From an optimization exercise on the open Yosys and OpenROAD flow, aimed at small area, a short achievable clock period and few clock cycles per item; shortcuts taken in it are not production practice. At most, simulation tests tie the RTL to the original design; equivalence was not proved. Power is estimated from default activity; no workload was simulated.

==> flow/design.v (excerpt) <==
module systolic_pe(
  clk, reset, cntrl,
  i_stb, o_stb, i_busy, o_busy,
  data_in, weight_in, acc_in,
  acc_out, data_out, weight_out
);
  input wire clk;
  input wire reset;
  input wire cntrl;
  input wire i_stb;
  input wire i_busy;
  input wire [7:0] data_in;
  input wire [7:0] weight_in;
  input wire [31:0] acc_in;
  output wire [31:0] acc_out;
  output wire [7:0] data_out;
  output wire [7:0] weight_out;
  output wire o_stb;
  output wire o_busy;
  reg valid;
  wire load = ~valid | ~i_busy;
  always @(posedge clk) begin
    if (reset) valid <= 1'b0;
    else if (load) valid <= i_stb;
  end
  assign o_stb  = valid;
  assign o_busy = valid;
  wire pp0_0 = data_in[0] & weight_in[0];
  wire pp0_1 = data_in[0] & weight_in[1];
  wire pp0_2 = data_in[0] & weight_in[2];
  wire pp0_3 = data_in[0] & weight_in[3];
  wire pp0_4 = data_in[0] & weight_in[4];
  wire pp0_5 = data_in[0] & weight_in[5];
  wire pp0_6 = data_in[0] & weight_in[6];
  wire pp0_7 = data_in[0] & weight_in[7];
  wire pp1_0 = data_in[1] & weight_in[0];
  wire pp1_1 = data_in[1] & weight_in[1];
  wire pp1_2 = data_in[1] & weight_in[2];
  wire pp1_3 = data_in[1] & weight_in[3];
  wire pp1_4 = data_in[1] & weight_in[4];
  wire pp1_5 = data_in[1] & weight_in[5];
  ...
For scale: roughly 310 cells after synthesis, about 60 flip-flops, roughly 100 I/O pins, about 4200 µm² of cells after synthesis.
Settings: LEC_CHECK=0, CAP_MARGIN=20, CORE_MARGIN=2, CORE_UTILIZATION=40, SETUP_SLACK_MARGIN=0, SLEW_MARGIN=20; clock period 5.0 ns.
standard.sh (not shown) runs the stock make flow with config.mk's settings and CLKGATE_MAP_FILE= SYNTH_SCRIPT=/design/flow/synth_recipe.tcl, a recipe that flattens the netlist after the stock synthesis.
==> flow/flow/run.sh <==
#!/bin/bash
# The standard layout, with two changes: Yosys's synth runs without its quick
# internal abc pass (so the full adders extract without inverters; the final
# abc mapping still runs), and the port buffers are plain buffer cells.
set -euo pipefail
export SYNTH_ARGS="-noabc"
export BUFFER_PORTS_ARGS="-buffer_cell sky130_fd_sc_hd__buf_2"
bash standard.sh finish > standard_flow.log 2>&1
Edit:
--- a/flow/design.v
+++ b/flow/design.v
@@ -200,51 +200,51 @@
   wire fa45_c = (fa22_c & fa33_s) | (fa22_c & fa32_c) | (fa33_s & fa32_c);
   wire fa46_s = fa23_c ^ fa34_s ^ fa33_c;
   wire fa46_c = (fa23_c & fa34_s) | (fa23_c & fa33_c) | (fa34_s & fa33_c);
   wire fa47_s = acc_in[14] ^ pp7_7 ^ fa34_c;
   wire fa47_c = (acc_in[14] & pp7_7) | (acc_in[14] & fa34_c) | (pp7_7 & fa34_c);
   wire [16:0] row0 = {1'b0, fa47_c, fa46_c, fa45_c, fa44_c, fa43_c, fa42_c, fa41_c, fa40_c, fa39_c, fa38_c, fa37_c, fa36_c, fa35_c, ha7_c, pp1_0, acc_in[0]};
   wire [16:0] row1 = {1'b0, acc_in[15], fa47_s, fa46_s, fa45_s, fa44_s, fa43_s, fa42_s, fa41_s, fa40_s, fa39_s, fa38_s, fa37_s, fa36_s, fa35_s, ha7_s, pp0_0};
   wire top = row0[16] | row1[16];
   reg [7:0]  data_r;
   reg [7:0]  weight_r;
   reg [15:0] acc_hi_r;
-  wire [6:0] sum_lo = row0[5:0] + row1[5:0];
-  reg  [5:0] sum_lo_r;
-  reg  [16:6] row0_r;
-  reg  [15:6] row1_r;
+  wire [7:0] sum_lo = row0[6:0] + row1[6:0];
+  reg  [6:0] sum_lo_r;
+  reg  [16:7] row0_r;
+  reg  [15:7] row1_r;
   reg  cin_r;
   always @(posedge clk) begin
     if (load) begin
       data_r   <= data_in;
       weight_r <= weight_in;
       acc_hi_r <= acc_in[31:16];
-      sum_lo_r <= sum_lo[5:0];
-      cin_r    <= sum_lo[6];
-      row0_r   <= {top, row0[15:6]};
-      row1_r   <= row1[15:6];
+      sum_lo_r <= sum_lo[6:0];
+      cin_r    <= sum_lo[7];
+      row0_r   <= {top, row0[15:7]};
+      row1_r   <= row1[15:7];
     end
   end
-  wire [11:0] mid = {row0_r[15:6], cin_r} + {row1_r[15:6], cin_r};
-  wire inc = mid[11] | row0_r[16];
+  wire [10:0] mid = {row0_r[15:7], cin_r} + {row1_r[15:7], cin_r};
+  wire inc = mid[10] | row0_r[16];
   wire [15:0] all1;
   assign all1[0] = 1'b1;
   assign all1[1] = &acc_hi_r[0:0];
   assign all1[2] = &acc_hi_r[1:0];
   assign all1[3] = &acc_hi_r[2:0];
   assign all1[4] = &acc_hi_r[3:0];
   assign all1[5] = &acc_hi_r[4:0];
   assign all1[6] = &acc_hi_r[5:0];
   assign all1[7] = &acc_hi_r[6:0];
   assign all1[8] = &acc_hi_r[7:0];
   assign all1[9] = &acc_hi_r[8:0];
   assign all1[10] = &acc_hi_r[9:0];
   assign all1[11] = &acc_hi_r[10:0];
   assign all1[12] = &acc_hi_r[11:0];
   assign all1[13] = &acc_hi_r[12:0];
   assign all1[14] = &acc_hi_r[13:0];
   assign all1[15] = &acc_hi_r[14:0];
   wire [15:0] hi = acc_hi_r ^ (all1 & {16{inc}});
-  assign acc_out    = {hi, mid[10:1], sum_lo_r};
+  assign acc_out    = {hi, mid[9:1], sum_lo_r};
   assign data_out   = data_r;
   assign weight_out = weight_r;
 endmodule
=> Sequential share of layout area shrinks by 0.50 points. Non-clock buffer count stays the same. Total power increases by 1.3%. Clock power went up by 19%. Synthesized cell count decreases by 0.65%. Clock skew hardly moves. Utilization is about the same. Critical path depth drops by 1. Register-to-register slack gains 0.22 ns. Count of clock-buffer cells in the layout stays the same. Synthesized area decreases by 0.74%. Combinational power decreases by 4.9%.
Testbench counts after the change, summed over its fixed seeds: cycles 2,056, items 2,048.
The RTL of the first run of this note was laid out without a check of its function.

-- afterwards: timing with drivers on the ports --
How much do the figures lean on ideal ports? The routed layouts below were timed once more, with nothing changed but the port constraints.
Step 1, drivers: a clkbuf_16 drives clk and a buf_2 each remaining input, both assumed.
Step 2 also shifts input and output timing later by t, the mid clock arrival at the registers, as if the neighbouring blocks saw the same clock.
Slacks: ideal / step 1 / step 2; pairs: ideal / step 1.
run | t (ns) | slack for setup (ns) | worst hold slack (ns) | clock arrival spread, ns | pins driven straight from the clock port
the first run | 0.379 | 1.344 / 1.314 / 1.473 | 0.548 / 0.548 / 0.548 | 0.010 / 0.011 | 1
the second run | 0.364 | 1.226 / 1.196 / 1.171 | 0.547 / 0.547 / 0.547 | 0.009 / 0.010 | 1
After both steps every run listed still meets setup and hold. For the second run, which loses most, drivers alone change the setup slack by -0.030 ns; drivers and shift together by -0.055 ns.
